Background: an optimization exercise with open tools, aiming at small area. Do not read the settings as production practice. The RTL was checked by simulation tests, not by an equivalence proof against the original design. The clock port is modelled as an ideal driver; clocking choices that lean on that would not hold on a real chip. No activity file was given, so power comes from the tool's default toggle rates.

==> design.v <==
module vending_machine_topmodule(CLOCK_50, reset, KEY, SW, LEDG, HEX0, HEX1, HEX2, HEX3, LEDR);
  input CLOCK_50;
  input reset;
  input [2:0] KEY;
  input [7:0] SW;
  output [7:0] LEDG;
  output [6:0] HEX0, HEX1, HEX2, HEX3;
  output [3:0] LEDR;
  reg [2:0] th;           
  reg [3:0] hu, te, on;   
  reg [3:0] products, outofstock;
  reg c1p, c2p, bp;
  reg [3:0] st1, st2, st3, st4;
  function [6:0] seg_on(input [3:0] c);
    begin
      seg_on[0] = (~c[3] & c[2]) | (~c[3] & ~c[1] & c[0]);
      seg_on[1] = (c[3] & ~c[2] & ~c[1]);
      seg_on[2] = (~c[3] & c[1] & ~c[0]);
      seg_on[3] = (~c[3] & c[2]) | (~c[3] & ~c[1] & c[0]) | (c[3] & c[1] & ~c[0]);
      seg_on[4] = (~c[3] & c[0]) | (c[3] & ~c[0]) | (c[2]);
      seg_on[5] = (~c[3] & c[0]) | (c[1] & ~c[0]);
      seg_on[6] = (~c[3] & ~c[2] & ~c[1]) | (c[3] & c[1] & ~c[0]);
    end
  endfunction
  function [6:0] seg_te(input [3:0] c);
    begin
      seg_te[0] = (~c[3] & c[2]) | (~c[3] & ~c[1] & c[0]);
      seg_te[1] = (c[3] & ~c[2] & ~c[1]);
      seg_te[2] = (~c[3] & c[1] & ~c[0]);
      seg_te[3] = (~c[3] & c[2]) | (~c[3] & ~c[1] & c[0]) | (c[3] & c[1] & ~c[0]);
      seg_te[4] = (~c[3] & c[0]) | (c[3] & ~c[0]) | (c[2]);
      seg_te[5] = (~c[3] & c[0]) | (c[1] & ~c[0]);
      seg_te[6] = (~c[3] & ~c[2] & ~c[1]) | (c[3] & c[1] & ~c[0]);
    end
  endfunction
  function [6:0] seg_hu(input [3:0] c);
    begin
      seg_hu[0] = (~c[3] & ~c[2] & ~c[1] & c[0]) | (c[2] & ~c[1] & ~c[0]);
      seg_hu[1] = (c[2] & ~c[1] & c[0]) | (c[2] & c[1] & ~c[0]);
      seg_hu[2] = (~c[2] & c[1] & ~c[0]);
      seg_hu[3] = (~c[3] & ~c[2] & ~c[1] & c[0]) | (c[2] & ~c[1] & ~c[0]) | (c[2] & c[1] & c[0]);
      seg_hu[4] = (c[2] & ~c[1]) | (c[0]);
      seg_hu[5] = (~c[3] & ~c[2] & c[0]) | (~c[2] & c[1]) | (c[1] & c[0]);
      seg_hu[6] = (~c[3] & ~c[2] & ~c[1]) | (c[2] & c[1] & c[0]);
    end
  endfunction
  function [6:0] seg_th(input [2:0] c);
    begin
      seg_th[0] = (c[2]) | (~c[1] & c[0]);
      seg_th[1] = 1'b0;
      seg_th[2] = (c[1] & ~c[0]);
      seg_th[3] = (c[2]) | (~c[1] & c[0]);
      seg_th[4] = (c[2]) | (c[0]);
      seg_th[5] = (c[1]) | (c[0]);
      seg_th[6] = (~c[2] & ~c[1]);
    end
  endfunction
  function [11:0] on_ops(input [3:0] c);
    begin
      on_ops[0] = (c[2]) | (c[1] & ~c[0]);
      on_ops[1] = (c[2]) | (c[1] & c[0]);
      on_ops[2] = (~c[2] & ~c[1] & ~c[0]);
      on_ops[3] = (~c[3] & c[2]) | (~c[3] & c[1]) | (~c[3] & c[0]) | (c[3] & ~c[2] & ~c[1] & ~c[0]);
      on_ops[4] = (c[2]) | (c[1] & ~c[0]);
      on_ops[5] = (c[2]) | (c[1] & c[0]);
      on_ops[6] = (~c[2] & ~c[1] & ~c[0]);
      on_ops[7] = (~c[3] & ~c[2] & ~c[1] & ~c[0]) | (c[3] & c[2]) | (c[3] & c[1]) | (c[3] & c[0]);
      on_ops[8] = (c[0]);
      on_ops[9] = (c[1]);
      on_ops[10] = (c[2]);
      on_ops[11] = (~c[3]);
    end
  endfunction
  function [2:0] on_flags(input [3:0] c);
    begin
      on_flags[0] = (c[3] & c[2]) | (c[3] & c[1]) | (c[3] & c[0]);
      on_flags[1] = (~c[3] & ~c[2] & ~c[1] & ~c[0]);
      on_flags[2] = (c[3]);
    end
  endfunction
  function [4:0] te_p2_0(input [3:0] c);
    begin
      te_p2_0[0] = (c[3] & c[2]) | (c[3] & c[1] & c[0]);
      te_p2_0[1] = (c[2]) | (~c[1] & c[0]);
      te_p2_0[2] = (~c[2] & ~c[1]);
      te_p2_0[3] = (c[1] & ~c[0]);
      te_p2_0[4] = (~c[3] & c[2]) | (~c[3] & c[1] & c[0]) | (c[3] & ~c[2] & ~c[1]) | (c[3] & ~c[2] & ~c[0]);
    end
  endfunction
  function [4:0] te_p2_1(input [3:0] c);
    begin
      te_p2_1[0] = (c[3] & c[2]) | (c[3] & c[1]);
      te_p2_1[1] = (~c[2] & ~c[1] & ~c[0]) | (c[1] & c[0]);
      te_p2_1[2] = (~c[1] & ~c[0]);
      te_p2_1[3] = (~c[1] & c[0]);
      te_p2_1[4] = (~c[3] & c[2]) | (~c[3] & c[1]) | (c[3] & ~c[2] & ~c[1]);
    end
  endfunction
  function [4:0] te_m2_0(input [3:0] c);
    begin
      te_m2_0[0] = (~c[3] & ~c[2] & ~c[1]);
      te_m2_0[1] = (~c[2] & ~c[1] & ~c[0]) | (c[1] & c[0]);
      te_m2_0[2] = (~c[1] & ~c[0]);
      te_m2_0[3] = (~c[1] & c[0]);
      te_m2_0[4] = (~c[3] & ~c[2] & ~c[1]) | (c[3] & c[2]) | (c[3] & c[1]);
    end
  endfunction
  function [4:0] te_m2_1(input [3:0] c);
    begin
      te_m2_1[0] = (~c[3] & ~c[2] & ~c[1]) | (~c[3] & ~c[2] & ~c[0]);
      te_m2_1[1] = (c[2]) | (~c[1] & c[0]);
      te_m2_1[2] = (~c[2] & ~c[1]);
      te_m2_1[3] = (c[1] & ~c[0]);
      te_m2_1[4] = (~c[3] & ~c[2] & ~c[1]) | (~c[3] & ~c[2] & ~c[0]) | (c[3] & c[2]) | (c[3] & c[1] & c[0]);
    end
  endfunction
  function [4:0] te_m7_0(input [3:0] c);
    begin
      te_m7_0[0] = (~c[3]) | (~c[2] & ~c[1]);
      te_m7_0[1] = (~c[2] & ~c[1] & ~c[0]) | (c[1] & c[0]);
      te_m7_0[2] = (~c[1] & ~c[0]);
      te_m7_0[3] = (~c[1] & c[0]);
      te_m7_0[4] = (~c[3] & c[2]) | (~c[3] & c[1]) | (c[3] & ~c[2] & ~c[1]);
    end
  endfunction
  function [4:0] te_m7_1(input [3:0] c);
    begin
      te_m7_1[0] = (~c[3]) | (~c[2] & ~c[1]) | (~c[2] & ~c[0]);
      te_m7_1[1] = (c[2]) | (~c[1] & c[0]);
      te_m7_1[2] = (~c[2] & ~c[1]);
      te_m7_1[3] = (c[1] & ~c[0]);
      te_m7_1[4] = (~c[3] & c[2]) | (~c[3] & c[1] & c[0]) | (c[3] & ~c[2] & ~c[1]) | (c[3] & ~c[2] & ~c[0]);
    end
  endfunction
  function [4:0] te_m5_0(input [3:0] c);
    begin
      te_m5_0[0] = (~c[3]);
      te_m5_0[1] = (c[0]);
      te_m5_0[2] = (c[1]);
      te_m5_0[3] = (c[2]);
      te_m5_0[4] = (~c[3]);
    end
  endfunction
  function [4:0] te_m5_1(input [3:0] c);
    begin
      te_m5_1[0] = (~c[3]) | (~c[2] & ~c[1] & ~c[0]);
      te_m5_1[1] = (c[2]) | (c[1] & ~c[0]);
      te_m5_1[2] = (c[2]) | (c[1] & c[0]);
      te_m5_1[3] = (~c[2] & ~c[1] & ~c[0]);
      te_m5_1[4] = (~c[3] & c[2]) | (~c[3] & c[1]) | (~c[3] & c[0]) | (c[3] & ~c[2] & ~c[1] & ~c[0]);
    end
  endfunction
  function [4:0] te_p0_0(input [3:0] c);
    begin
      te_p0_0[0] = 1'b0;
      te_p0_0[1] = (c[0]);
      te_p0_0[2] = (c[1]);
      te_p0_0[3] = (c[2]);
      te_p0_0[4] = (c[3]);
    end
  endfunction
  function [4:0] te_p0_1(input [3:0] c);
    begin
      te_p0_1[0] = (c[3] & c[2]);
      te_p0_1[1] = (~c[2] & ~c[0]);
      te_p0_1[2] = (~c[1] & c[0]) | (c[1] & ~c[0]);
      te_p0_1[3] = (c[1] & c[0]);
      te_p0_1[4] = (~c[3] & c[2]) | (c[3] & ~c[2]);
    end
  endfunction
  function [4:0] hu_p0_0(input [3:0] c);
    begin
      hu_p0_0[0] = 1'b0;
      hu_p0_0[1] = (c[0]);
      hu_p0_0[2] = (c[1]);
      hu_p0_0[3] = (c[2]);
      hu_p0_0[4] = (c[3]);
    end
  endfunction
  function [4:0] hu_p0_1(input [3:0] c);
    begin
      hu_p0_1[0] = (c[3] & c[0]);
      hu_p0_1[1] = (~c[0]);
      hu_p0_1[2] = (~c[3] & ~c[1] & c[0]) | (c[1] & ~c[0]);
      hu_p0_1[3] = (~c[2] & c[1] & c[0]) | (c[2] & ~c[1]) | (c[2] & ~c[0]);
      hu_p0_1[4] = (c[3] & ~c[0]) | (c[2] & c[1] & c[0]);
    end
  endfunction
  function [4:0] hu_p1_0(input [3:0] c);
    begin
      hu_p1_0[0] = (c[3] & c[0]);
      hu_p1_0[1] = (~c[0]);
      hu_p1_0[2] = (~c[3] & ~c[1] & c[0]) | (c[1] & ~c[0]);
      hu_p1_0[3] = (~c[2] & c[1] & c[0]) | (c[2] & ~c[1]) | (c[2] & ~c[0]);
      hu_p1_0[4] = (c[3] & ~c[0]) | (c[2] & c[1] & c[0]);
    end
  endfunction
  function [4:0] hu_p1_1(input [3:0] c);
    begin
      hu_p1_1[0] = (c[3]);
      hu_p1_1[1] = (c[0]);
      hu_p1_1[2] = (~c[3] & ~c[1]);
      hu_p1_1[3] = (~c[2] & c[1]) | (c[2] & ~c[1]);
      hu_p1_1[4] = (c[2] & c[1]);
    end
  endfunction
  function [4:0] hu_m0_0(input [3:0] c);
    begin
      hu_m0_0[0] = 1'b0;
      hu_m0_0[1] = (c[0]);
      hu_m0_0[2] = (c[1]);
      hu_m0_0[3] = (c[2]);
      hu_m0_0[4] = (c[3]);
    end
  endfunction
  function [4:0] hu_m0_1(input [3:0] c);
    begin
      hu_m0_1[0] = (~c[3] & ~c[2] & ~c[1] & ~c[0]);
      hu_m0_1[1] = (~c[0]);
      hu_m0_1[2] = (c[3] & ~c[0]) | (c[2] & ~c[1] & ~c[0]) | (c[1] & c[0]);
      hu_m0_1[3] = (c[3] & ~c[0]) | (c[2] & c[1]) | (c[2] & c[0]);
      hu_m0_1[4] = (~c[3] & ~c[2] & ~c[1] & ~c[0]) | (c[3] & c[0]);
    end
  endfunction
  function [4:0] hu_m1_0(input [3:0] c);
    begin
      hu_m1_0[0] = (~c[3] & ~c[2] & ~c[1] & ~c[0]);
      hu_m1_0[1] = (~c[0]);
      hu_m1_0[2] = (c[3] & ~c[0]) | (c[2] & ~c[1] & ~c[0]) | (c[1] & c[0]);
      hu_m1_0[3] = (c[3] & ~c[0]) | (c[2] & c[1]) | (c[2] & c[0]);
      hu_m1_0[4] = (~c[3] & ~c[2] & ~c[1] & ~c[0]) | (c[3] & c[0]);
    end
  endfunction
  function [4:0] hu_m1_1(input [3:0] c);
    begin
      hu_m1_1[0] = (~c[3] & ~c[2] & ~c[1]);
      hu_m1_1[1] = (c[0]);
      hu_m1_1[2] = (c[3]) | (c[2] & ~c[1]);
      hu_m1_1[3] = (c[3]) | (c[2] & c[1]);
      hu_m1_1[4] = (~c[3] & ~c[2] & ~c[1]);
    end
  endfunction
  function [4:0] hu_m2_0(input [3:0] c);
    begin
      hu_m2_0[0] = (~c[3] & ~c[2] & ~c[1]);
      hu_m2_0[1] = (c[0]);
      hu_m2_0[2] = (c[3]) | (c[2] & ~c[1]);
      hu_m2_0[3] = (c[3]) | (c[2] & c[1]);
      hu_m2_0[4] = (~c[3] & ~c[2] & ~c[1]);
    end
  endfunction
  function [4:0] hu_m2_1(input [3:0] c);
    begin
      hu_m2_1[0] = (~c[3] & ~c[2] & ~c[1]) | (~c[3] & ~c[2] & ~c[0]);
      hu_m2_1[1] = (~c[0]);
      hu_m2_1[2] = (~c[3] & ~c[2] & ~c[1] & ~c[0]) | (c[3] & c[0]) | (c[2] & ~c[1] & c[0]) | (c[2] & c[1] & ~c[0]);
      hu_m2_1[3] = (c[3]) | (~c[2] & ~c[1] & ~c[0]) | (c[2] & c[1] & c[0]);
      hu_m2_1[4] = (~c[3] & ~c[2] & ~c[1] & c[0]) | (~c[2] & c[1] & ~c[0]);
    end
  endfunction
  function [5:0] te_pred(input [3:0] c);
    begin
      te_pred[0] = (c[3] & c[2]);
      te_pred[1] = (c[3]);
      te_pred[2] = (c[3] & c[1] & ~c[0]);
      te_pred[3] = (c[3] & c[2]) | (c[3] & c[1] & c[0]);
      te_pred[4] = (~c[3] & c[1] & ~c[0]);
      te_pred[5] = (c[3]) | (c[2]) | (c[1] & c[0]);
    end
  endfunction
  function [3:0] hu_pred(input [3:0] c);
    begin
      hu_pred[0] = (c[3] & c[0]);
      hu_pred[1] = (~c[3] & ~c[2] & ~c[1] & c[0]);
      hu_pred[2] = (c[3]) | (c[2]) | (c[1]);
      hu_pred[3] = (c[3]) | (c[2]) | (c[1]) | (c[0]);
    end
  endfunction
  function [2:0] th_pred(input [2:0] c);
    begin
      th_pred[0] = (c[1] & c[0]);
      th_pred[1] = (c[2]);
      th_pred[2] = (c[2]) | (c[1]) | (c[0]);
    end
  endfunction
  function [2:0] th_inc(input [2:0] c);
    begin
      th_inc[0] = (~c[2] & ~c[0]);
      th_inc[1] = (~c[1] & c[0]) | (c[1] & ~c[0]);
      th_inc[2] = (c[2]) | (c[1] & c[0]);
    end
  endfunction
  function [2:0] th_dec(input [2:0] c);
    begin
      th_dec[0] = (c[2]) | (c[1] & ~c[0]);
      th_dec[1] = (c[2]) | (c[1] & c[0]);
      th_dec[2] = 1'b0;
    end
  endfunction
  assign LEDR = 4'b0000;
  assign LEDG = {outofstock, products};
  assign HEX0 = seg_on(on);
  assign HEX1 = seg_te(te);
  assign HEX2 = seg_hu(hu);
  assign HEX3 = seg_th(th);
  wire r1 = KEY[0] & ~c1p;
  wire r2 = KEY[1] & ~c2p & ~r1;
  wire rb = KEY[2] & ~bp & ~KEY[0] | KEY[2] & ~bp & c1p;
  wire rbuy = KEY[2] & ~bp & ~r1 & ~(KEY[1] & ~c2p);
  wire fb = ~KEY[2] & bp & ~r1 & ~(KEY[1] & ~c2p);
  wire [2:0] onf = on_flags(on);
  wire on_ge5 = onf[2], on_eq0 = onf[1], on_ge6 = onf[0];
  wire [5:0] tp = te_pred(te);
  wire [3:0] hp = hu_pred(hu);
  wire [2:0] tq = th_pred(th);
  wire ge25  = tq[2] | hp[3] | tp[5] | (tp[4] & on_ge5);
  wire ge75  = tq[2] | hp[3] | tp[3] | (tp[2] & on_ge5);
  wire ge150 = tq[2] | hp[2] | (hp[1] & tp[1]);
  wire ge200 = tq[2] | hp[2];
  wire w25  = tq[1] & (tp[3] | (tp[2] & ~on_eq0));
  wire w100 = tq[1] | (tq[0] & hp[0] & tp[0] & on_ge6);
  wire b1 = rbuy & (SW[3:0] == 4'b0001) & ge25  & (st1 != 4'd0);
  wire b2 = rbuy & (SW[3:0] == 4'b0010) & ge75  & (st2 != 4'd0);
  wire b3 = rbuy & (SW[3:0] == 4'b0100) & ge150 & (st3 != 4'd0);
  wire b4 = rbuy & (SW[3:0] == 4'b1000) & ge200 & (st4 != 4'd0);
  wire A25 = r1 & ~w25, W25 = r1 & w25;
  wire A100 = r2 & ~w100, W100 = r2 & w100;
  wire [11:0] oo = on_ops(on);
  wire [3:0] n0 = (A25 | b1 | b2) ? oo[11:8] : W25 ? oo[7:4] : W100 ? oo[3:0] : on;
  wire cy1 = A25 ? on_ge5 : (b1 | b2) ? ~on_ge5 : W25 ? on_eq0 : W100 ? on_ge6 : 1'b0;
  wire [4:0] t_p2 = cy1 ? te_p2_1(te) : te_p2_0(te);
  wire [4:0] t_m2 = cy1 ? te_m2_1(te) : te_m2_0(te);
  wire [4:0] t_m7 = cy1 ? te_m7_1(te) : te_m7_0(te);
  wire [4:0] t_m5 = te_m5_0(te);
  wire [4:0] t_p0 = cy1 ? te_p0_1(te) : te_p0_0(te);
  wire [4:0] tt = A25 ? t_p2 : b1 ? t_m2 : (b2 | W25) ? t_m7 : b3 ? t_m5 :
                  (W100 & tq[1]) ? t_p0 : W100 ? {4'd0, 1'b0} : {te, 1'b0};
  wire [3:0] n1 = tt[4:1];
  wire cy2 = tt[0];
  wire [4:0] h_p = (A100 | cy2) ? hu_p0_1(hu) : hu_p0_0(hu);
  wire [4:0] h_m = cy2 ? hu_m0_1(hu) : hu_m0_0(hu);
  wire [4:0] h_m1 = cy2 ? hu_m1_1(hu) : hu_m1_0(hu);
  wire [4:0] h_m2 = hu_m2_0(hu);
  wire [4:0] hh = (A25 | A100) ? h_p : (b1 | b2) ? h_m : b3 ? h_m1 : b4 ? h_m2 :
                  W100 ? {4'd0, 1'b0} : {hu, 1'b0};
  wire [3:0] n2 = hh[4:1];
  wire cy3 = hh[0];
  wire [2:0] n3 = (W25 | W100) ? 3'd0 : ((A25 | A100) & cy3) ? th_inc(th) :
                  ((b1 | b2 | b3 | b4) & cy3) ? th_dec(th) : th;
  wire rule5 = ~r1 & ~(KEY[1] & ~c2p) & ~(KEY[2] & ~bp) & ~(~KEY[2] & bp);
  always @(posedge CLOCK_50) begin
    if (reset) begin
      th <= 3'd0; hu <= 4'd0; te <= 4'd0; on <= 4'd0;
      products <= 4'b0000; outofstock <= 4'b0000;
      c1p <= 1'b0; c2p <= 1'b0; bp <= 1'b0;
      st1 <= 4'hf; st2 <= 4'hf; st3 <= 4'hf; st4 <= 4'hf;
    end else begin
      c1p <= KEY[0]; c2p <= KEY[1]; bp <= KEY[2];
      th <= n3; hu <= n2; te <= n1; on <= n0;
      if (b1) begin products[0] <= 1'b1; st1 <= st1 - 1'b1; end
      if (b2) begin products[1] <= 1'b1; st2 <= st2 - 1'b1; end
      if (b3) begin products[2] <= 1'b1; st3 <= st3 - 1'b1; end
      if (b4) begin products[3] <= 1'b1; st4 <= st4 - 1'b1; end
      if (fb) products <= 4'b0000;
      if (rule5) begin
        outofstock <= {st4 == 4'd0, st3 == 4'd0, st2 == 4'd0, st1 == 4'd0};
        case (SW[7:4])
          4'b0001: st1 <= 4'hf;
          4'b0010: st2 <= 4'hf;
          4'b0100: st3 <= 4'hf;
          4'b1000: st4 <= 4'hf;
          default: ;
        endcase
      end
    end
  end
endmodule
==> flow/run.sh <==
#!/bin/bash
# Own layout flow: the standard ORFS flow with
#  - synthesis: the standard synthesis script, but without the adder extraction
#    (ADDER_MAP_FILE empty) and with a stronger area-oriented ABC script (flow/area.abc);
#    registers come out of the same yosys passes, with the same names and cells
#  - port buffers: the smallest buffer (buf_1) instead of the default choice
# Each tool's output is logged to a file of its own in this folder.
set -euo pipefail
W=$(pwd)
F=$W/flow
# synthesis script: the standard flow's, with the abc call using our script
{
  head -n 1 $W/synth_recipe.tcl
  cat <<EOT
proc abc {args} {
  set out {}
  set skip 0
  foreach a \$args {
    if {\$skip} { set skip 0; continue }
    if {\$a eq "-script"} { set skip 1; continue }
    if {\$a eq "-constr"} { set skip 1; continue }
    lappend out \$a
  }
  yosys abc -script $F/area.abc {*}\$out
}
EOT
  tail -n +2 $W/synth_recipe.tcl
} > $W/own_synth.tcl

source $F/settings.sh
MK=(make -C $FLOW_HOME DESIGN_CONFIG=$FLOW_CONFIG WORK_HOME=$W/orfs CLKGATE_MAP_FILE=
    SYNTH_SCRIPT=$W/own_synth.tcl ADDER_MAP_FILE=
    "BUFFER_PORTS_ARGS=-buffer_cell sky130_fd_sc_hd__buf_1"
    "${SETTINGS[@]}")
"${MK[@]}" synth > $W/log_synth.txt 2>&1
"${MK[@]}" floorplan > $W/log_floorplan.txt 2>&1
"${MK[@]}" place > $W/log_place.txt 2>&1
"${MK[@]}" cts > $W/log_cts.txt 2>&1
"${MK[@]}" route > $W/log_route.txt 2>&1
"${MK[@]}" finish > $W/log_finish.txt 2>&1
R=$W/orfs/results/$FLOW_PLATFORM/vending_machine_topmodule/base
: # left out here: write the final layout as DEF
==> flow/area.abc <==
strash
&get -n
&st
&deepsyn -T 20
&dch
&nf -R 1000
&put
==> flow/settings.sh <==
SETTINGS=(ABC_AREA=1 CAP_MARGIN=20 CORE_MARGIN=2 CORE_UTILIZATION=70 PLACE_DENSITY=0.8 SLEW_MARGIN=20
  "CTS_BUF_LIST=sky130_fd_sc_hd__clkbuf_2 sky130_fd_sc_hd__clkbuf_4 sky130_fd_sc_hd__clkbuf_8")
==> standard.sh <==
#!/bin/bash
# synth_recipe.tcl (not shown) runs the flow's synth.tcl, then flattens the netlist and writes it again
# the make line also repeats each setting of config.mk as NAME=value (left out here)
make -C /OpenROAD-flow-scripts/flow DESIGN_CONFIG=/design/flow/config.mk WORK_HOME=/design/flow/orfs CLKGATE_MAP_FILE= SYNTH_SCRIPT=/design/flow/synth_recipe.tcl "${@:-finish}"
==> config.mk <==
export PLATFORM = sky130hd
export DESIGN_NAME = vending_machine_topmodule
export DESIGN_NICKNAME = vending_machine_topmodule
export VERILOG_FILES = /design/flow/design.v
export SDC_FILE = /design/flow/constraint.sdc
export NUM_CORES = 4
export LEC_CHECK = 0
export ABC_AREA = 1
export CAP_MARGIN = 20
export CORE_MARGIN = 2
export CORE_UTILIZATION = 70
export CTS_BUF_LIST = sky130_fd_sc_hd__clkbuf_2 sky130_fd_sc_hd__clkbuf_4 sky130_fd_sc_hd__clkbuf_8
export PLACE_DENSITY = 0.8
export SLEW_MARGIN = 20
==> constraint.sdc <==
create_clock -name core_clock -period 30.0 [get_ports {CLOCK_50}]
set_input_delay 6.0000 -clock core_clock [delete_from_list [all_inputs] [get_ports {CLOCK_50}]]
set_output_delay 6.0000 -clock core_clock [all_outputs]
set_load 0.01 [all_outputs]
==> flow_summary.yaml, run 1 <==
outcome:
  status: "complete, no violations"
run:
  drv_cap: 0
drt:
  dr.pass1.iters: 5
  num_vias: 2238
  drc: 0
  drt-wirelength-per-cell_um: 13.0
  drt_iter0_drc: 165
  ant_nets: 0
  via_per_inst: 5.75
  drt-total-wl_mm: 5.08
global_routing:
  antenna_found_initial: 0
  grt_max_degree: 20
  grt_overflow: 0
  grtUsageTotal_pct: 29.0
  grt_pass1_vias: 1834
  grt_pass1_wl_mm: 8.01
timing:
  period_share_pct: 27.7
  grt_setup_unrepaired: "false"
  worst-slew-pin-transition_ns: 0.918
  tns_ns: 0
  setup_viol: 0
  max-slew-margin-rel_pct: 38.8
  fin_worst_skew_ns: 0.00812
  postLayoutSetupSlackWorst_ns: 21.69
  min_period_ns: 8.31
  final-hold-violation-count: 0
  finalMaxSlewViolations: 0
  clock.fmax_mhz: 120
synth:
  synth_flop_cell: "dfxtp_1"
  async_reset_ff_share_pct: 0
  synth_edf_count: 0
  synth_seq_cells: 42
  yosysWarnings: 1
  ys_seq_area_share_pct: 38.0
  avgSynthCellArea_um2: 7.58
  synth.distinct_cells: 40
  synthCells: 292
  syn_area_um2: 2210
floorplanning:
  start_util_pct: 73.1
  core-area_um2: 3030
  die_w_um: 60.2
  io_pins: 53
  die_y_um: 60.2
  dieArea_um2: 3630
  rows: 20
setup_path:
  r2r_start: "hu[1]$_SDFFE_PP0P_"
  crit_required_ns: 30.29
  crit_slowest_cell: "o21ai_0"
  crit_top_cell: "o21ai_0"
  path_buf_inv: 1
  worstPathArrival_ns: 8.61
  ff2ff_setup_slack_ns: 26.85
  path_cells: "buf_1, nand2b_1, nand2_1, nor4_1, nand4_1, o21ai_0, o22a_1, nor2_1, a21oi_1, nand2b_1, nand2_1, o21a_1, o21ai_0, o21ai_0, and3_1"
  startpoint_type: "primary input"
  cp_top_family: "simple AND/OR/NAND/NOR gates"
  crit_fanout: 5
  path_class: "primary input to flop"
  max_stage_delay_ns: 0.36
  crit_path_start: "KEY[1]"
  critPathCaptureType: "flop"
cells_and_area:
  final_common_cell: "buf_1"
  regArea_um2: 841
  area_growth_pct: 12.8
  drive_gt1_share_pct: 2.32
  layout_common_cells: "buf_1, dfxtp_1, nand2_1, nor2_1, o21ai_0"
  fillCellCount: 223
  fin_nets: 357
  diodes: 0
  final_util_pct: 82.5
  multi_input_area_um2: 1290
clock_tree:
  clkTransAtPathRegs_ns: 0.12
  cts_buffers: 5
  cts.sinks: 42
  clk_latency_ns: 0.34
  cts_resized: 0
  cts_tree: "built"
  ctsHoldBuffers: 0
  htreeDepth: 2
  cts-root-buf: "clkbuf_4"
  cts_setup_buffers: 0
  cts_buffer_depth: 2
power:
  p_per_area_nw_per_um2: 48.2
  pwr-share-comb_pct: 18.9
  finalPower_mw: 0.120
  pwr-share-clk_pct: 30.4
  swShare_pct: 29.7
  p_int_mw: 0.0846
  p_leak_nw: 1.00
  vdd_ir_drop_max_mv: 0.0374
  seqPwrFrac_pct: 50.7
  p_sw_mw: 0.0358
min_path:
  hp-start: "st2[3]$_SDFF_PP1_"
  hold_path.class: "flop to flop"
placement:
  gp_congestion: 0.883
  dp_hpwl_mm: 3.76
  io_buffers: 47
  place_ws_ns: 21.38
[cell type report]
cell class,instances,area share (%)
well taps,44,2.20
multi-input cells,234,51.7
flip-flops and latches,42,33.7
inverters,14,2.10
clock buffers,6,1.80
repair buffers,47,7.06
clock inverters,2,1.50
[worst reg2reg max path: stages, from the launching register on]
cell	delay [ns]
dfxtp_1	0.40
or3_1	0.42
or3_1	0.43
a21oi_1	0.16
nor4_1	0.07
nand4b_1	0.17
o21ai_0	0.19
o22a_1	0.26
a21oi_1	0.30
nand2b_1	0.12
nand2_1	0.14
o21a_1	0.15
o21ai_0	0.07
o21ai_0	0.07
and3_1	0.15
[cells in the mapped netlist, types with 2 or more instances]
cell type,instances,area [um2]
a31oi_1,6,37.5
and2_0,4,25.0
xnor2_1,6,52.6
dfxtp_1,42,841
and3_1,2,12.5
nor4_1,8,50.1
nand3_1,11,55.1
o31ai_1,3,22.5
nand4_1,3,18.8
nor2_1,35,131
a22o_1,5,43.8
clkinv_1,14,52.6
a21boi_0,5,37.5
nor2b_1,7,43.8
a22oi_1,2,15.0
or3_1,6,37.5
o22ai_1,2,12.5
nand2_1,41,154
nor3_1,5,25.0
buf_4,6,45.0
or2_0,7,43.8
o21a_1,2,15.0
a21oi_1,14,70.1
nand2b_1,14,87.6
nand3b_1,4,30.0
a21o_1,7,52.6
o21ai_0,18,90.1
[routing by layer]
layer  global-route usage (%)  part of all wire (%)
met1                     40.2                    47
met3                     4.55                   6.4
met5                        0                     0
met2                     46.0                    46
met4                     9.21                  0.75
[metrics by stage]
step	hold slack, ns	instance area, um2	std cells
4_1_cts	0.454	2500	389
6_report	0.458	2500	389
5_1_grt	0.479	2500	389
3_3_place_gp	0.429	2420	381
3_5_place_dp	0.435	2420	381
2_1_floorplan	0.416	2230	296
[final timing paths]
path,endpoint,cells past startpoint
hold reg to reg,st2[3]$_SDFF_PP1_,2
hold / removal,st2[3]$_SDFF_PP1_,2
setup / recovery,th[1]$_SDFFE_PP0P_,15
setup reg to reg,th[1]$_SDFFE_PP0P_,14
[power groups by stage]
| stage | logic [mW] | clock network, mW | registers (mW) |
|---|---|---|---|
| global route | 0.0254 | 0.0391 | 0.0616 |
| CTS | 0.0226 | 0.0370 | 0.0610 |
| detailed placement | 0.0225 | 0 | 0.0622 |
| global placement | 0.0222 | 0 | 0.0622 |
| finish | 0.0228 | 0.0366 | 0.0611 |
| floorplan | 0.0170 | 0 | 0.0612 |
[sequential cells by signal, indices dropped and copies added, names as in the netlist]
name,flops
bp,1
th,3
c2p,1
products,4
outofstock,4
st4,4
hu,4
st3,4
c1p,1
st1,4
st2,4
te,4
on,4
[logic make-up after synthesis]
group	Yosys count	synth area share [%]
AO/OA/AOI/OAI	73	21.6
XOR/XNOR	6	2.37
buffers and inverters	20	4.41
flip-flops	42	38.0
multiplexers	1	0.452
other	1	0.169
AND/OR/NAND/NOR	149	33.1
==> inputs of run 2 (changes only) <==
==> flow/settings.sh (replaced) <==
SETTINGS=(ABC_AREA=1 CAP_MARGIN=20 CORE_MARGIN=2 CORE_UTILIZATION=70 PLACE_DENSITY=0.8 SLEW_MARGIN=20
  "CTS_ARGS=-sink_clustering_enable -repair_clock_nets -dont_use_dummy_load -buf_list sky130_fd_sc_hd__clkbuf_8 -root_buf sky130_fd_sc_hd__clkbuf_8 -sink_clustering_size 16")
==> run 2 against run 1 <==
Effect of this change:
- worst setup slack worse by 0.050 ns
- area after synthesis did not move
- non-clock buffer count unchanged
- sequential share of layout area up 0.19 points
- power down 3.4%
- global-route usage is 0.98 points higher
- maximum frequency down 0.60%
- clock power shrank 11%
- highest routed layer unchanged
==> flow_summary.yaml, run 2 <==
global_routing:
  grt_max_degree: 20
  antenna_found_initial: 0
  grt_overflow: 0
  grtUsageTotal_pct: 30.0
  grt_pass1_vias: 1844
  grt_pass1_wl_mm: 8.15
drt:
  drc: 0
  wl_met1_mm: 2.32
  wl_met2_mm: 2.40
  ant_nets: 0
  wl_met3_um: 334
  dr.pass1.iters: 4
  drt-total-wl_mm: 5.12
  via_per_inst: 5.82
  drt_iter0_drc: 156
  drt-wirelength-per-cell_um: 13.3
  num_vias: 2246
  top_layer_used: "met4"
cells_and_area:
  area_growth_pct: 12.2
  diodes: 0
  layout_common_cells: "buf_1, dfxtp_1, nand2_1, nor2_1, o21ai_0"
  final_cells: 386
  final_common_cell: "buf_1"
  drive_gt1_share_pct: 1.46
  fin_nets: 357
setup_path:
  critPathCaptureType: "flop"
  crit_required_ns: 30.23
  crit_fanout: 5
  path_class: "primary input to flop"
  path_cells: "buf_1, nand2b_1, nand2_1, nor4_1, nand4_1, o21ai_0, o22a_1, nor2_1, a21oi_1, nand2b_1, nand2_1, o21a_1, o21ai_0, o21ai_0, and3_1"
  startpoint_type: "primary input"
  worstPathArrival_ns: 8.60
  crit_top_cell: "o21ai_0"
  max_stage_delay_ns: 0.36
  crit_slowest_cell: "o21ai_0"
synth:
  synth_flop_cell: "dfxtp_1"
  yosysWarnings: 1
  syn_area_um2: 2210
  yosysMostFrequentCell: "dfxtp_1"
  ys_seq_area_share_pct: 38.0
  synth_seq_cells: 42
  synthCells: 292
  async_reset_ff_share_pct: 0
  synth.distinct_cells: 40
  synthTopCellsByArea: "dfxtp_1, nand2_1, nor2_1, o21ai_0, nand2b_1"
  synth_top_area_share_pct: 38.0
  synth_common_cells: "dfxtp_1, nand2_1, nor2_1"
  synth_edf_count: 0
  avgSynthCellArea_um2: 7.58
  synth_area_leader_cell: "dfxtp_1"
outcome:
  status: "complete, no violations"
placement:
  io_buffers: 47
  dp.cells: 381
  dp_hpwl_mm: 3.76
  gp_congestion: 0.883
timing:
  worst-slew-pin-transition_ns: 0.932
  tns_ns: 0
  finalMaxSlewViolations: 0
  fin_worst_skew_ns: 0.0126
  max-slew-margin-rel_pct: 37.8
  period_share_pct: 27.9
  setup_viol: 0
  final-hold-violation-count: 0
  min_period_ns: 8.36
  clock.fmax_mhz: 120
  grt_setup_unrepaired: "false"
power:
  vdd_ir_drop_max_mv: 0.0302
  p_leak_nw: 0.994
  p_per_area_nw_per_um2: 46.8
floorplanning:
  rows: 20
  start_util_pct: 73.1
  die_w_um: 60.2
  die_y_um: 60.2
  core-area_um2: 3030
  io_pins: 53
  dieArea_um2: 3630
clock_tree:
  cts-root-buf: "clkbuf_8"
  cts_buffers: 5
  clkTransAtPathRegs_ns: 0.08
  htreeDepth: 2
  cts.sinks: 42
  clk_latency_ns: 0.30
  cts_resized: 0
  cts_setup_buffers: 0
  cts_tree: "built"
  cts_buffer_depth: 2
  ctsHoldBuffers: 0
run:
  drv_cap: 0
min_path:
  hold_path.class: "flop to flop"
==> run 2: path summary, 6_finish.rpt <==
path | start | to | slack, ns | cells after the start
min reg2reg | st3[3]$_SDFF_PP1_ | st3[3]$_SDFF_PP1_ | 0.45 | 2
min | st3[3]$_SDFF_PP1_ | st3[3]$_SDFF_PP1_ | 0.45 | 2
max | KEY[1] | th[1]$_SDFFE_PP0P_ | 21.64 | 15
max reg2reg | hu[1]$_SDFFE_PP0P_ | th[1]$_SDFFE_PP0P_ | 26.84 | 14
==> run 2: layout make-up <==
type	instances	area [um2]
Timing Repair Buffer	47	176
Sequential cell	42	841
Tap cell	44	55.1
Clock buffer	5	68.8
Fill cell	223	543
Inverter	14	52.6
Multi-Input combinational cell	234	1290
==> run 2: kinds of logic after synthesis <==
| logic type | Yosys count | share of synthesized area, % |
|---|---|---|
| buffers and inverters | 20 | 4.41 |
| AO/OA/AOI/OAI | 73 | 21.6 |
| multiplexers | 1 | 0.452 |
| other | 1 | 0.169 |
| AND/OR/NAND/NOR | 149 | 33.1 |
| XOR/XNOR | 6 | 2.37 |
| flip-flops | 42 | 38.0 |
==> run 2: through the flow <==
stage / util [%] / instance area, um2 / hold slack, ns / setup WS (ns) / total power, mW
5_1_grt: 82.1 / 2480 / 0.473 / 21.31 / 0.121
3_3_place_gp: 79.8 / 2420 / 0.429 / 21.54 / 0.0844
3_5_place_dp: 79.8 / 2420 / 0.435 / 21.38 / 0.0847
4_1_cts: 82.1 / 2480 / 0.448 / 21.66 / 0.116
6_report: 82.1 / 2480 / 0.454 / 21.64 / 0.116
2_1_floorplan: - / 2230 / 0.416 / 21.87 / 0.0782
==> run 2: worst max-delay path: cells and delay by family <==
family                 cells  cell delay (ns)
AO/OA/AOI/OAI              6             1.18
AND/OR/NAND/NOR            8             1.33
buffers and inverters      1             0.09
==> run 2: where the power goes <==
| group | switching (mW) | internal (mW) |
|---|---|---|
| combinational | 0.0141 | 0.00876 |
| clock | 0.0174 | 0.0150 |
| sequential | 0.00370 | 0.0574 |
==> run 2: metal layers <==
metal	global-route usage (%)	vias up
met3	5.84	11
met1	39.9	1018
met2	47.4	83
met4	12.1	0
li1	-	1134
met5	0	-
==> inputs of run 3 (changes only) <==
==> flow/run.sh (replaced) <==
#!/bin/bash
# Own layout flow: the standard ORFS flow with
#  - synthesis: the standard flow's synthesis script (same yosys passes, so the same registers
#    with the same names and cells), but without the adder extraction
#    (ADDER_MAP_FILE empty) and with an area-oriented ABC script; the combinational
#    logic is mapped with several ABC random seeds and the smallest result is kept
#  - port buffers: the smallest buffer (buf_1)
#  - clock tree: settings in flow/settings.sh
# Each tool's output is logged to a file of its own in this folder.
set -euo pipefail
W=$(pwd)
F=$W/flow
source $F/settings.sh
# ABC scripts, one per seed
for s in $ABC_SEEDS; do
  sed "s/@SEED@/$s/" $F/area.abc > $W/area_$s.abc
done
# synthesis script: the standard flow's, with the abc call replaced
{
  head -n 1 $W/synth_recipe.tcl
  cat <<EOT
proc abc {args} {
  set out {}
  set skip 0
  foreach a \$args {
    if {\$skip} { set skip 0; continue }
    if {\$a eq "-script" || \$a eq "-constr"} { set skip 1; continue }
    lappend out \$a
  }
  yosys design -save pre_abc
  set best 1e30
  foreach s {$ABC_SEEDS} {
    yosys design -load pre_abc
    yosys abc -script $W/area_\$s.abc {*}\$out
    yosys tee -q -o $W/abc_stat_\$s.txt stat -liberty [lindex \$::env(LIB_FILES) 0]
    set fh [open $W/abc_stat_\$s.txt r]
    set txt [read \$fh]
    close \$fh
    regexp {Chip area for module[^:]*: *([0-9.]+)} \$txt -> area
    puts "abc seed \$s: area \$area"
    if {\$area < \$best} {
      set best \$area
      yosys design -save best_abc
    }
  }
  yosys design -load best_abc
  puts "abc best area \$best"
}
EOT
  tail -n +2 $W/synth_recipe.tcl
} > $W/own_synth.tcl

MK=(make -C $FLOW_HOME DESIGN_CONFIG=$FLOW_CONFIG WORK_HOME=$W/orfs CLKGATE_MAP_FILE=
    SYNTH_SCRIPT=$W/own_synth.tcl ADDER_MAP_FILE=
    "BUFFER_PORTS_ARGS=-buffer_cell sky130_fd_sc_hd__buf_1"
    "${SETTINGS[@]}")
"${MK[@]}" synth > $W/log_synth.txt 2>&1
"${MK[@]}" floorplan > $W/log_floorplan.txt 2>&1
"${MK[@]}" place > $W/log_place.txt 2>&1
"${MK[@]}" cts > $W/log_cts.txt 2>&1
"${MK[@]}" route > $W/log_route.txt 2>&1
"${MK[@]}" finish > $W/log_finish.txt 2>&1
R=$W/orfs/results/$FLOW_PLATFORM/vending_machine_topmodule/base
: # left out here: write the final layout as DEF
==> flow/area.abc (replaced) <==
strash
&get -n
&st
&deepsyn -T 20 -S @SEED@
&dch
&nf -R 1000
&put
==> flow/settings.sh (replaced) <==
ABC_SEEDS="1 2 3 4 5 6"
SETTINGS=(ABC_AREA=1 CAP_MARGIN=20 CORE_MARGIN=2 CORE_UTILIZATION=70 PLACE_DENSITY=0.8 SLEW_MARGIN=20
  SKIP_REPAIR_TIE_FANOUT=1
  "CTS_ARGS=-sink_clustering_enable -repair_clock_nets -dont_use_dummy_load -buf_list sky130_fd_sc_hd__clkbuf_8 -root_buf sky130_fd_sc_hd__clkbuf_8 -sink_clustering_size 16")
==> run 3 against run 2 <==
Effect of this change:
- largest cell class unchanged
- largest power group unchanged
- register-to-register slack got worse by 0.14 ns
- maximum frequency grew 2.0%
- utilization decreased by 1.2 points
==> flow_summary.yaml, run 3 <==
cells_and_area:
  final_common_cell: "buf_1"
  finalInstanceArea_um2: 2430
  diodes: 0
  final_util_pct: 80.8
  drive_gt1_share_pct: 1.79
  final_cells: 368
  regArea_um2: 841
  fillCellCount: 236
  layout_common_cells: "buf_1, dfxtp_1, nor2_1, nand2_1, o21ai_0"
  multi_input_area_um2: 1220
  fin_nets: 350
  area_growth_pct: 11.4
drt:
  num_vias: 2230
  via_per_inst: 6.06
  drt-wirelength-per-cell_um: 13.5
  drt-total-wl_mm: 4.99
  drc: 0
  dr.pass1.iters: 5
  drt_iter0_drc: 220
  ant_nets: 0
floorplanning:
  io_pins: 53
  die_w_um: 59.8
  die_y_um: 59.8
  dieArea_um2: 3570
  rows: 20
  start_util_pct: 72.5
  core-area_um2: 3000
synth:
  synthTopCellsByArea: "dfxtp_1, nor2_1, nand2_1, o21ai_0, a21oi_1"
  synth_compound_area_share_pct: 21.3
  avgSynthCellArea_um2: 7.56
  synth_mux_area_share_pct: 0.517
  synth_area_leader_cell: "dfxtp_1"
  synth.distinct_cells: 37
  syn_area_um2: 2180
  synth_edf_count: 0
  ys_seq_area_share_pct: 38.6
  yosysWarnings: 1
  synth-xor-area-share_pct: 3.22
  async_reset_ff_share_pct: 0
  synth_flop_cell: "dfxtp_1"
  synth_top_area_share_pct: 38.6
  synth_common_cells: "dfxtp_1, nor2_1, nand2_1"
  yosys.area_share.simple_pct: 31.0
  synth_seq_cells: 42
  synthAdderAreaFrac_pct: 0
  synthCells: 288
  synth_top_family_by_area: "simple AND/OR/NAND/NOR gates"
  yosysMostFrequentCell: "dfxtp_1"
setup_path:
  worstReg2RegEnd: "th[2]$_SDFFE_PP0P_"
  ff2ff_setup_slack_ns: 26.70
  ff2ff_path_depth: 12
  startpoint_type: "primary input"
  r2r_start: "hu[1]$_SDFFE_PP0P_"
  path_class: "primary input to flop"
  worstPathArrival_ns: 8.41
  crit_fanout: 7
  crit_required_ns: 30.21
  critPathCaptureType: "flop"
power:
  p_per_area_nw_per_um2: 43.2
  seqPwrFrac_pct: 55.6
  pwr-share-clk_pct: 30.9
  pwr-share-comb_pct: 13.4
  p_int_mw: 0.0765
  p_leak_nw: 0.860
  p_sw_mw: 0.0283
  vdd_ir_drop_max_mv: 0.0311
  swShare_pct: 27.0
global_routing:
  grt_pass1_vias: 1853
  grt_overflow: 0
  grtUsageTotal_pct: 29.2
  grt_pass1_wl_mm: 7.98
  antenna_found_initial: 0
  grt_max_degree: 21
placement:
  gp_congestion: 0.852
  io_buffers: 47
  post_dp_cell_area_um2: 2360
  dp_hpwl_mm: 3.74
  dp.cells: 363
clock_tree:
  ctsHoldBuffers: 0
  cts_buffers: 5
  cts_tree: "built"
  cts-root-buf: "clkbuf_8"
  cts_buffer_depth: 2
  clk_latency_ns: 0.30
  htreeDepth: 2
  cts.sinks: 42
  cts_resized: 0
  clkTransAtPathRegs_ns: 0.07
  cts_setup_buffers: 0
min_path:
  hp-start: "st3[3]$_SDFF_PP1_"
  holdPathStages: 2
  hold_path.class: "flop to flop"
  min_to: "st3[3]$_SDFF_PP1_"
timing:
  fin_worst_skew_ns: 0.0143
  clock.fmax_mhz: 122
  finalMaxSlewViolations: 0
  grt_setup_unrepaired: "false"
  min_period_ns: 8.20
  period_share_pct: 27.3
  tns_ns: 0
  worst-slew-pin-transition_ns: 0.946
  final-hold-violation-count: 0
  max-slew-margin-rel_pct: 36.9
  setup_viol: 0
outcome:
  status: "complete, no violations"
run:
  drv_cap: 0
[run 3: cell types whose count changed in the layout (fill, tap and decap cells not counted), sizes merged, moves of 4 or more]
cell    before  now
nor4         8    4
nor4b        0    4
xor2         0    5
nand2b      14    6
nor3         5   12
or2          7    2
conb         5    1
nand2       41   34
a21o         7    3
clkinv      14   18
nor2        35   41
[run 3: layout make-up]
type,instances,share of cell area [%]
repair buffers,48,7.58
multi-input cells,222,50.5
inverters,18,2.78
clock buffers,5,2.84
flip-flops and latches,42,34.6
well taps,33,1.70
[run 3: critical path: stages]
cell	delay, ns
buf_1	0.10
nand2b_1	0.21
nand2_1	0.15
nor3_1	0.21
nand2_1	0.13
a21o_1	0.25
a31oi_1	0.32
a21o_1	0.14
and2_0	0.18
and4_1	0.29
nand2_1	0.08
o21ai_0	0.14
a221oi_1	0.13
nor2_1	0.10
[run 3: how the worst max path moves through the flow]
stage,start,end,slack [ns]
4_1_cts,KEY[0],te[1]$_SDFFE_PP0P_,21.85
2_1_floorplan,KEY[0],te[1]$_SDFFE_PP0P_,22.07
3_3_place_gp,KEY[0],th[2]$_SDFFE_PP0P_,21.71
5_1_grt,KEY[0],th[1]$_SDFFE_PP0P_,21.52
3_5_place_dp,KEY[0],th[2]$_SDFFE_PP0P_,21.57
6_report,KEY[0],te[1]$_SDFFE_PP0P_,21.80
[run 3: power by group through the flow]
stage	logic, mW	clock network (mW)	registers, mW
after CTS	0.0139	0.0323	0.0582
after floorplan	0.00990	0	0.0591
after global routing	0.0158	0.0348	0.0585
after detailed placement	0.0138	0	0.0595
after global placement	0.0134	0	0.0595
final	0.0141	0.0324	0.0583
[run 3: routing by layer]
metal,vias to the layer above,share of wire (%),track usage [%]
met5,-,0,0
met4,0,1.7,11.4
met3,11,6.8,6.28
met2,95,48,47.7
met1,1014,43,37.5
li1,1110,-,-
[run 3: logic make-up (layout without fill, tap and decap cells)]
family | count (synthesis) | count (layout)
and+or+nand+nor | 140 | 140
AOI/OAI and AO/OA | 72 | 72
DFF | 42 | 42
buffers and inverters | 24 | 71
xor gates and xnor gates | 8 | 8
other | 1 | 1
muxes | 1 | 1
[run 3: per-stage QoR]
stage | worst slack [ns] | total power [mW] | hold slack, ns
after global placement | 21.71 | 0.0729 | 0.432
after global routing | 21.52 | 0.109 | 0.480
after CTS | 21.85 | 0.104 | 0.447
after detailed placement | 21.57 | 0.0733 | 0.437
final | 21.80 | 0.105 | 0.443
after floorplan | 22.07 | 0.0690 | 0.416
==> inputs of run 4 (changes only) <==
--- a/flow/run.sh
+++ b/flow/run.sh
@@ -7,3 +7,4 @@
 #  - port buffers: the smallest buffer (buf_1)
-#  - clock tree: settings in flow/settings.sh
+#  - clock tree: flow/clock_buffer.tcl (run before CTS) puts one clock buffer per
+#    quarter of the registers, driven from the clock port
 # Each tool's output is logged to a file of its own in this folder.
==> flow/clock_buffer.tcl (new file) <==
set block [ord::get_db_block]
set dbu [[ord::get_db_tech] getDbUnitsPerMicron]
set regs {}
foreach inst [$block getInsts] {
  if {[[$inst getMaster] isSequential]} {
    set bb [$inst getBBox]
    lappend regs [list [$inst getName] [expr {([$bb xMin] + [$bb xMax]) / 2.0 / $dbu}] \
      [expr {([$bb yMin] + [$bb yMax]) / 2.0 / $dbu}]]
  }
}
# balanced groups: split at the median x, then each half at its median y
proc halves {rs idx} {
  set s [lsort -real -index $idx $rs]
  set h [expr {[llength $s] / 2}]
  return [list [lrange $s 0 [expr {$h - 1}]] [lrange $s $h end]]
}
set groups {}
foreach half [halves $regs 1] {
  foreach q [halves $half 2] { lappend groups $q }
}
set k [llength $groups]
set cx {}
set cy {}
foreach g $groups {
  set sx 0; set sy 0
  foreach r $g { set sx [expr {$sx + [lindex $r 1]}]; set sy [expr {$sy + [lindex $r 2]}] }
  lappend cx [expr {$sx / [llength $g]}]
  lappend cy [expr {$sy / [llength $g]}]
}
set skip {}
for {set i 0} {$i < $k} {incr i} {
  set g [lindex $groups $i]
  if {[llength $g] == 0} continue
  set pins {}
  foreach r $g { lappend pins [get_pins [lindex $r 0]/CLK] }
  puts "clock leaf $i: [llength $g] registers at [lindex $cx $i] [lindex $cy $i]"
  insert_buffer -buffer_cell $::env(CLOCK_BUFFER_CELL) -net CLOCK_50 -load_pins $pins \
    -location [list [lindex $cx $i] [lindex $cy $i]] -buffer_name clkleaf_$i -net_name clkleaf_net_$i
  lappend skip [get_name [get_nets -of_objects [get_pins clkleaf_${i}*/X]]]
}
puts "clock leaf nets: $skip"
set_cts_config -skip_nets $skip
==> flow/settings.sh (replaced) <==
ABC_SEEDS="1 2 3 4 5 6 7 8 9 10"
SETTINGS=(ABC_AREA=1 CAP_MARGIN=20 CORE_MARGIN=2 CORE_UTILIZATION=70 PLACE_DENSITY=0.8 SLEW_MARGIN=20
  SKIP_REPAIR_TIE_FANOUT=1 CLOCK_BUFFER_CELL=sky130_fd_sc_hd__clkbuf_4
  PRE_CTS_TCL=$F/clock_buffer.tcl)
==> run 4 against run 3 <==
Effect of this change:
- largest cell class unchanged
- global-route usage is 2.3 points lower
- still clean on timing, DRC and antenna
- via count is 0.13% higher
- first-iteration DRC count decreased by 14%
- synthesized cell count is the same
- wire length shrank 2.7%
- design area shrank 1.6%
- sequential power about the same
- worst setup slack got worse by 0.11 ns
==> flow_summary.yaml, run 4 <==
synth:
  synth.distinct_cells: 37
  synth_area_leader_cell: "dfxtp_1"
  syn_area_um2: 2180
  synthTopCellsByArea: "dfxtp_1, nor2_1, nand2_1, o21ai_0, a21oi_1"
  avgSynthCellArea_um2: 7.56
  synth_compound_area_share_pct: 21.3
  synthAdderAreaFrac_pct: 0
  synth-xor-area-share_pct: 3.22
  synth_flop_cell: "dfxtp_1"
  yosys.area_share.simple_pct: 31.0
  synthCells: 288
  synth_mux_area_share_pct: 0.517
  synth_seq_cells: 42
  async_reset_ff_share_pct: 0
  yosysMostFrequentCell: "dfxtp_1"
  synth_edf_count: 0
  synth_top_area_share_pct: 38.6
  synth_common_cells: "dfxtp_1, nor2_1, nand2_1"
  synth_top_family_by_area: "simple AND/OR/NAND/NOR gates"
  yosysWarnings: 1
  ys_seq_area_share_pct: 38.6
drt:
  drt_iter0_drc: 189
  drc: 0
  drt-total-wl_mm: 4.85
  num_vias: 2233
  ant_nets: 0
  via_per_inst: 6.08
  drt-wirelength-per-cell_um: 13.2
  dr.pass1.iters: 5
clock_tree:
  cts_setup_buffers: 0
  ctsHoldBuffers: 0
  clkTransAtPathRegs_ns: 0.10
  cts_resized: 0
  clk_latency_ns: 0.17
cells_and_area:
  final_util_pct: 79.5
  final_common_cell: "buf_1"
  area_growth_pct: 9.65
  drive_gt1_share_pct: 1.50
  layout_common_cells: "buf_1, dfxtp_1, nor2_1, nand2_1, o21ai_0"
  final_cells: 367
  diodes: 0
  fin_nets: 349
timing:
  final-hold-violation-count: 0
  whs_ns: 0.446
  grt_setup_unrepaired: "false"
  max-slew-margin-rel_pct: 39.2
  worst-slew-pin-transition_ns: 0.911
  period_share_pct: 27.7
  setup_viol: 0
  tns_ns: 0
  finalMaxSlewViolations: 0
  postLayoutSetupSlackWorst_ns: 21.69
  clock.fmax_mhz: 120
  fin_worst_skew_ns: 0.0201
  min_period_ns: 8.31
global_routing:
  grtUsageTotal_pct: 26.9
  grt_overflow: 0
  grt_pass1_vias: 1791
  antenna_found_initial: 0
  grt_max_degree: 21
  grt_pass1_wl_mm: 7.78
setup_path:
  critPathCaptureType: "flop"
  path_class: "primary input to flop"
  crit_top_cell: "nand2_1"
  crit_required_ns: 30.10
  max_stage_delay_ns: 0.31
  startpoint_type: "primary input"
  path_cells: "buf_1, nand2b_1, nand2_1, nor3_1, nand2_1, a21o_1, a31oi_1, a21o_1, and2_0, and4_1, nand2_1, o21ai_0, a222oi_1, nor2_1"
  ff2ff_setup_slack_ns: 26.72
  crit_slowest_cell: "a31oi_1"
  worstPathArrival_ns: 8.41
  crit_fanout: 7
power:
  p_leak_nw: 0.843
  vdd_ir_drop_max_mv: 0.0364
  p_per_area_nw_per_um2: 38.6
floorplanning:
  die_w_um: 59.8
  core-area_um2: 3000
  start_util_pct: 72.5
  die_y_um: 59.8
  io_pins: 53
  rows: 20
  dieArea_um2: 3570
outcome:
  status: "complete, no violations"
placement:
  dp_hpwl_mm: 3.74
  dp.cells: 363
  gp_congestion: 0.852
  place_ws_ns: 21.57
  io_buffers: 47
run:
  drv_cap: 0
min_path:
  hold_path.class: "flop to flop"
run 4: cell counts after synthesis:
No cell type changed its count.
run 4: path summary, 6_finish.rpt:
| check | endpoint | startpoint | cells after the start |
|---|---|---|---|
| setup reg to reg | th[2]$_SDFFE_PP0P_ | hu[1]$_SDFFE_PP0P_ | 12 |
| setup / recovery | te[2]$_SDFFE_PP0P_ | KEY[0] | 14 |
| hold / removal | st3[3]$_SDFF_PP1_ | st3[3]$_SDFF_PP1_ | 2 |
| hold reg to reg | st3[3]$_SDFF_PP1_ | st3[3]$_SDFF_PP1_ | 2 |
run 4: cell type report, clock buffers not listed:
type,count,area (um2)
well taps,33,41.3
flip-flops and latches,42,841
repair buffers,48,184
inverters,18,67.6
multi-input cells,222,1220
fillers,244,614
run 4: cell families (layout without fill, tap and decap cells):
logic type	count (synthesis)	after routing
DFF	42	42
xor gates and xnor gates	8	8
AOI/OAI and AO/OA	72	72
muxes	1	1
other	1	1
buffers and inverters	24	70
and+or+nand+nor	140	140
run 4: routing by layer:
metal	vias to the layer above	share of wire, %	track usage (%)
met2	90	49	46.3
met5	-	0	0
li1	1114	-	-
met1	1026	44	37.4
met4	0	0.78	4.13
met3	3	6.2	2.38
run 4: critical path, delay by kind of cell:
family / cells / cell delay, ns
AO/OA/AOI/OAI: 5 / 0.97
buffers and inverters: 1 / 0.10
AND/OR/NAND/NOR: 8 / 1.33
run 4: per-stage QoR:
step	area (um2)	power [mW]
after floorplan	2180	0.0690
after global placement	2360	0.0729
after detailed placement	2360	0.0733
after CTS	2390	0.0883
after global routing	2390	0.0966
final	2390	0.0922
run 4: power breakdown:
part           leakage (nW)  total [mW]  switching, mW  internal (mW)
logic                 0.484      0.0140        0.00920        0.00482
registers             0.341      0.0583        0.00164         0.0567
clock network        0.0184      0.0198         0.0134        0.00640
==> inputs of run 5 (changes only) <==
==> flow/area.abc (replaced) <==
strash
&get -n
&st
&deepsyn -T 20 -S @SEED@
&dch -x -p
&nf -R 1000 -p
&put
--- a/flow/settings.sh
+++ b/flow/settings.sh
@@ -1,2 +1,2 @@
-ABC_SEEDS="1 2 3 4 5 6 7 8 9 10"
+ABC_SEEDS="1 2 3 4 5 6 7 8 9 10 11 12"
 SETTINGS=(ABC_AREA=1 CAP_MARGIN=20 CORE_MARGIN=2 CORE_UTILIZATION=70 PLACE_DENSITY=0.8 SLEW_MARGIN=20
==> run 5 against run 4 <==
Effect of this change:
- combinational power grew 55%
- critical endpoint is now th[1]$_SDFFE_PP0P_
- critical path depth is the same
- maximum frequency shrank 5.2%
- still clean on timing, DRC and antenna
- clock power is essentially flat
- area after synthesis shrank 0.29%
- synthesized cell count is the same
- register-to-register slack lost 0.03 ns
- highest routed layer unchanged
- worst setup slack lost 0.45 ns
- sequential power grew 3.8%
==> flow_summary.yaml, run 5 <==
floorplanning:
  dieArea_um2: 3560
  core-area_um2: 3000
  die_w_um: 59.7
  io_pins: 53
  rows: 20
  start_util_pct: 72.3
  die_y_um: 59.7
synth:
  synth_area_leader_cell: "dfxtp_1"
  yosysMostFrequentCell: "dfxtp_1"
  synth_top_area_share_pct: 38.7
  synthCells: 288
  synthTopCellsByArea: "dfxtp_1, o21ai_0, nand2_1, nor2_1, nand3_1"
  async_reset_ff_share_pct: 0
  synth_seq_cells: 42
  syn_area_um2: 2170
  synth_common_cells: "dfxtp_1, nand2_1, o21ai_0"
  synth_flop_cell: "dfxtp_1"
  synth.distinct_cells: 37
  synth_edf_count: 0
  yosysWarnings: 1
  avgSynthCellArea_um2: 7.54
  ys_seq_area_share_pct: 38.7
drt:
  drt-wirelength-per-cell_um: 13.2
  dr.pass1.iters: 4
  drt-total-wl_mm: 4.82
  num_vias: 2146
  drt_iter0_drc: 90
  drc: 0
  via_per_inst: 5.86
  ant_nets: 0
setup_path:
  path_buf_inv: 2
  cp_top_family: "simple AND/OR/NAND/NOR gates"
  worstPathArrival_ns: 8.79
  crit_slowest_cell: "or4_1"
  path_cells: "buf_1, clkinv_1, or4_1, or4_1, a21o_1, nor2_1, o21ai_0, a21oi_1, and2_0, a31oi_1, nand2b_1, o21ai_0, a22oi_1, nor3_1"
  path_class: "primary input to flop"
  ff2ff_path_depth: 13
  max_stage_delay_ns: 0.55
  startpoint_type: "primary input"
  crit_required_ns: 30.02
  r2r_start: "hu[1]$_SDFFE_PP0P_"
  critPathCaptureType: "flop"
  ff2ff_setup_slack_ns: 26.69
  crit_fanout: 7
  worstReg2RegEnd: "th[1]$_SDFFE_PP0P_"
global_routing:
  grtUsageTotal_pct: 26.6
  grt_pass1_wl_mm: 7.61
  grt_max_degree: 23
  grt_overflow: 0
  grt_pass1_vias: 1828
  antenna_found_initial: 0
placement:
  io_buffers: 47
  place_ws_ns: 21.07
  post_dp_cell_area_um2: 2340
  gp_congestion: 0.901
  dp_hpwl_mm: 3.72
timing:
  tns_ns: 0
  postLayoutSetupSlackWorst_ns: 21.24
  finalMaxSlewViolations: 0
  max-slew-margin-rel_pct: 35.6
  worst-slew-pin-transition_ns: 0.965
  period_share_pct: 29.2
  min_period_ns: 8.76
  clock.fmax_mhz: 114
  setup_viol: 0
  final-hold-violation-count: 0
  fin_worst_skew_ns: 0.00653
  grt_setup_unrepaired: "false"
cells_and_area:
  fin_nets: 348
  area_growth_pct: 9.33
  finalInstanceArea_um2: 2370
  final_util_pct: 79.1
  diodes: 0
  drive_gt1_share_pct: 1.20
  final_common_cell: "buf_1"
  layout_common_cells: "buf_1, dfxtp_1, nand2_1, o21ai_0, nor2_1"
outcome:
  status: "complete, no violations"
clock_tree:
  clk_latency_ns: 0.17
  ctsHoldBuffers: 0
  cts_resized: 0
  cts_setup_buffers: 0
  clkTransAtPathRegs_ns: 0.11
power:
  p_per_area_nw_per_um2: 43.0
  finalPower_mw: 0.102
  p_leak_nw: 0.875
  vdd_ir_drop_max_mv: 0.0318
min_path:
  min_to: "products[0]$_SDFFE_PP0N_"
  hp-start: "products[0]$_SDFFE_PP0N_"
  hold_path.class: "flop to flop"
  holdPathStages: 2
run:
  drv_cap: 0
-- run 5: cell count changes after synthesis, sizes merged, moves of 4 or more --
cell    before  now
nor2        41   29
o21ai       21   31
nor2b        8   14
nand3       13   18
xor2         5    0
a21o         3    7
a221oi       4    0
clkinv      18   14
nand3b       5    1
nor3        12    8
or2          2    6
-- run 5: metal layers --
metal  GRT usage (%)  routed length, um
met5               0                  0
met1            35.6               2290
met2            47.0               2320
met3            3.03                178
met4            3.81                 34
-- run 5: worst reg2reg max path, cell delays in order (launching register included) --
cell and delay (ns):
dfxtp_1 0.39, or3_1 0.46, or3_1 0.44, nor2_1 0.16, a21o_1 0.23, nor2_1 0.08, o21ai_0 0.22, a21oi_1 0.11
and2_0 0.18, a31oi_1 0.33, nand2b_1 0.19, o21ai_0 0.23, a22oi_1 0.10, nor3_1 0.12
-- run 5: area by class of cell, clock buffers not listed --
| class | instances | area (um2) |
|---|---|---|
| Multi-Input combinational cell | 226 | 1230 |
| Sequential cell | 42 | 841 |
| Fill cell | 228 | 628 |
| Timing Repair Buffer | 47 | 176 |
| Inverter | 14 | 52.6 |
| Tap cell | 33 | 41.3 |
-- run 5: cell families after synthesis --
kind of cell	count (synthesis)	share of synthesized area (%)
simple gates	140	32.0
flops	42	38.7
xor+xnor	2	0.807
other cells	1	0.173
compound gates	83	23.8
buf+inv	20	4.49
-- run 5: power breakdown --
group	total (mW)	switching, mW	internal (mW)
Sequential	0.0605	0.00318	0.0573
Combinational	0.0217	0.0140	0.00768
Clock	0.0199	0.0135	0.00640
-- run 5: per-stage QoR --
stage	instances	hold slack, ns
floorplan	288	0.416
global placement	362	0.429
detailed placement	362	0.448
CTS	366	0.451
global route	366	0.487
finish	366	0.463
-- run 5: worst max path at each step --
stage               startpoint                 end  slack (ns)  cells after the start
floorplan               KEY[0]  th[0]$_SDFFE_PP0P_       21.53                     13
global placement        KEY[2]  th[1]$_SDFFE_PP0P_       21.25                     14
detailed placement      KEY[2]  th[1]$_SDFFE_PP0P_       21.07                     14
CTS                     KEY[2]  th[1]$_SDFFE_PP0P_       21.07                     14
global route            KEY[2]  th[1]$_SDFFE_PP0P_       21.02                     14
finish                  KEY[2]  th[1]$_SDFFE_PP0P_       21.24                     14
==> inputs of run 6 (changes only) <==
--- a/flow/settings.sh
+++ b/flow/settings.sh
@@ -1,2 +1,2 @@
-ABC_SEEDS="1 2 3 4 5 6 7 8 9 10 11 12"
+ABC_SEEDS="$(seq -s " " 1 24)"
 SETTINGS=(ABC_AREA=1 CAP_MARGIN=20 CORE_MARGIN=2 CORE_UTILIZATION=70 PLACE_DENSITY=0.8 SLEW_MARGIN=20
==> run 6 against run 5 <==
Effect of this change:
- hold slack is the same
- synthesized cell count is the same
- largest cell class unchanged
- utilization is the same
- via count is the same
- sequential power is essentially flat
- still clean on timing, DRC and antenna
- clock power is essentially flat
==> flow_summary.yaml, run 6 <==
drt:
  wl_met3_um: 178
  drt_iter0_drc: 90
  num_vias: 2146
  wl_met2_mm: 2.32
  top_layer_used: "met4"
  ant_nets: 0
  drc: 0
  drt-total-wl_mm: 4.82
  drt-wirelength-per-cell_um: 13.2
  wl_met1_mm: 2.29
  via_per_inst: 5.86
  dr.pass1.iters: 4
synth:
  ys_seq_area_share_pct: 38.7
  synth.distinct_cells: 37
  async_reset_ff_share_pct: 0
  yosysMostFrequentCell: "dfxtp_1"
  synthTopCellsByArea: "dfxtp_1, o21ai_0, nand2_1, nor2_1, nand3_1"
  synth_area_leader_cell: "dfxtp_1"
  synth_flop_cell: "dfxtp_1"
  yosysWarnings: 1
  synth_seq_cells: 42
  synth_common_cells: "dfxtp_1, nand2_1, o21ai_0"
  syn_area_um2: 2170
  avgSynthCellArea_um2: 7.54
  synthCells: 288
  synth_top_area_share_pct: 38.7
  synth_edf_count: 0
setup_path:
  crit_path_start: "KEY[2]"
  worstPathArrival_ns: 8.79
  critPathCaptureType: "flop"
  path_class: "primary input to flop"
  crit_required_ns: 30.02
  ff2ff_path_depth: 13
  r2r_start: "hu[1]$_SDFFE_PP0P_"
  startpoint_type: "primary input"
  worstReg2RegEnd: "th[1]$_SDFFE_PP0P_"
  ff2ff_setup_slack_ns: 26.69
  cp-endpoint: "th[1]$_SDFFE_PP0P_"
  crit_fanout: 7
floorplanning:
  die_w_um: 59.7
  dieArea_um2: 3560
  io_pins: 53
  rows: 20
  start_util_pct: 72.3
  core-area_um2: 3000
  die_y_um: 59.7
timing:
  tns_ns: 0
  clock.fmax_mhz: 114
  postLayoutSetupSlackWorst_ns: 21.24
  period_share_pct: 29.2
  worst-slew-pin-transition_ns: 0.965
  grt_setup_unrepaired: "false"
  fin_worst_skew_ns: 0.00653
  min_period_ns: 8.76
  max-slew-margin-rel_pct: 35.6
  finalMaxSlewViolations: 0
  final-hold-violation-count: 0
  setup_viol: 0
cells_and_area:
  fillCellCount: 228
  final_common_cell: "buf_1"
  final_cells: 366
  area_growth_pct: 9.33
  final_util_pct: 79.1
  fin_nets: 348
  drive_gt1_share_pct: 1.20
  diodes: 0
  layout_common_cells: "buf_1, dfxtp_1, nand2_1, o21ai_0, nor2_1"
placement:
  dp.cells: 362
  io_buffers: 47
  gp_congestion: 0.901
  dp_hpwl_mm: 3.72
  place_ws_ns: 21.07
power:
  vdd_ir_drop_max_mv: 0.0318
  p_leak_nw: 0.875
  p_per_area_nw_per_um2: 43.0
  finalPower_mw: 0.102
clock_tree:
  clk_latency_ns: 0.17
  ctsHoldBuffers: 0
  clkTransAtPathRegs_ns: 0.11
  cts_setup_buffers: 0
  cts_resized: 0
global_routing:
  grt_pass1_vias: 1828
  grt_overflow: 0
  grt_max_degree: 23
  grt_pass1_wl_mm: 7.61
  grtUsageTotal_pct: 26.6
  antenna_found_initial: 0
outcome:
  status: "complete, no violations"
min_path:
  hold_path.class: "flop to flop"
run:
  drv_cap: 0
[run 6: cell counts after synthesis]
No cell type changed its count.
[run 6: logic make-up after synthesis]
kind of cell	after synthesis	synth area share [%]
other	1	0.173
buffers and inverters	20	4.49
XOR/XNOR	2	0.807
AO/OA/AOI/OAI	83	23.8
flip-flops	42	38.7
AND/OR/NAND/NOR	140	32.0
[run 6: how the worst min path moves through the flow]
stage / from / to / slack, ns / depth (start not counted)
floorplan: st3[3]$_SDFF_PP1_ / st3[3]$_SDFF_PP1_ / 0.42 / 2
global placement: st3[3]$_SDFF_PP1_ / st3[3]$_SDFF_PP1_ / 0.43 / 2
detailed placement: st2[3]$_SDFF_PP1_ / st2[3]$_SDFF_PP1_ / 0.45 / 1
CTS: st1[3]$_SDFF_PP1_ / st1[3]$_SDFF_PP1_ / 0.45 / 2
global route: st2[3]$_SDFF_PP1_ / st2[3]$_SDFF_PP1_ / 0.49 / 1
finish: products[0]$_SDFFE_PP0N_ / products[0]$_SDFFE_PP0N_ / 0.46 / 2
[run 6: routing by layer]
metal	vias to the layer above	track usage, %
met1	973	35.6
met4	0	3.81
met2	48	47.0
met3	4	3.03
li1	1121	-
met5	-	0
[run 6: area by class of cell, clock buffers not listed]
| class | count | area [um2] | share of cell area [%] |
|---|---|---|---|
| multi-input cells | 226 | 1230 | 51.9 |
| flip-flops and latches | 42 | 841 | 35.4 |
| repair buffers | 47 | 176 | 7.43 |
| inverters | 14 | 52.6 | 2.21 |
| well taps | 33 | 41.3 | 1.74 |
[run 6: worst max-delay path, stage by stage]
cell and delay (ns):
buf_1 0.12, clkinv_1 0.12, or4_1 0.55, or4_1 0.53, a21o_1 0.23, nor2_1 0.14, o21ai_0 0.12, a21oi_1 0.18
and2_0 0.17, a31oi_1 0.10, nand2b_1 0.20, o21ai_0 0.12, a22oi_1 0.16, nor3_1 0.06
[run 6: power by group]
group / leakage (nW) / total, mW / switching (mW) / internal [mW]
Combinational: 0.515 / 0.0217 / 0.0140 / 0.00768
Sequential: 0.341 / 0.0605 / 0.00318 / 0.0573
Clock: 0.0184 / 0.0199 / 0.0135 / 0.00640
[run 6: stage by stage]
| stage | cell area [um2] | hold slack [ns] |
|---|---|---|
| 2_1_floorplan | 2170 | 0.416 |
| 3_3_place_gp | 2340 | 0.429 |
| 3_5_place_dp | 2340 | 0.448 |
| 4_1_cts | 2370 | 0.451 |
| 5_1_grt | 2370 | 0.487 |
| 6_report | 2370 | 0.463 |
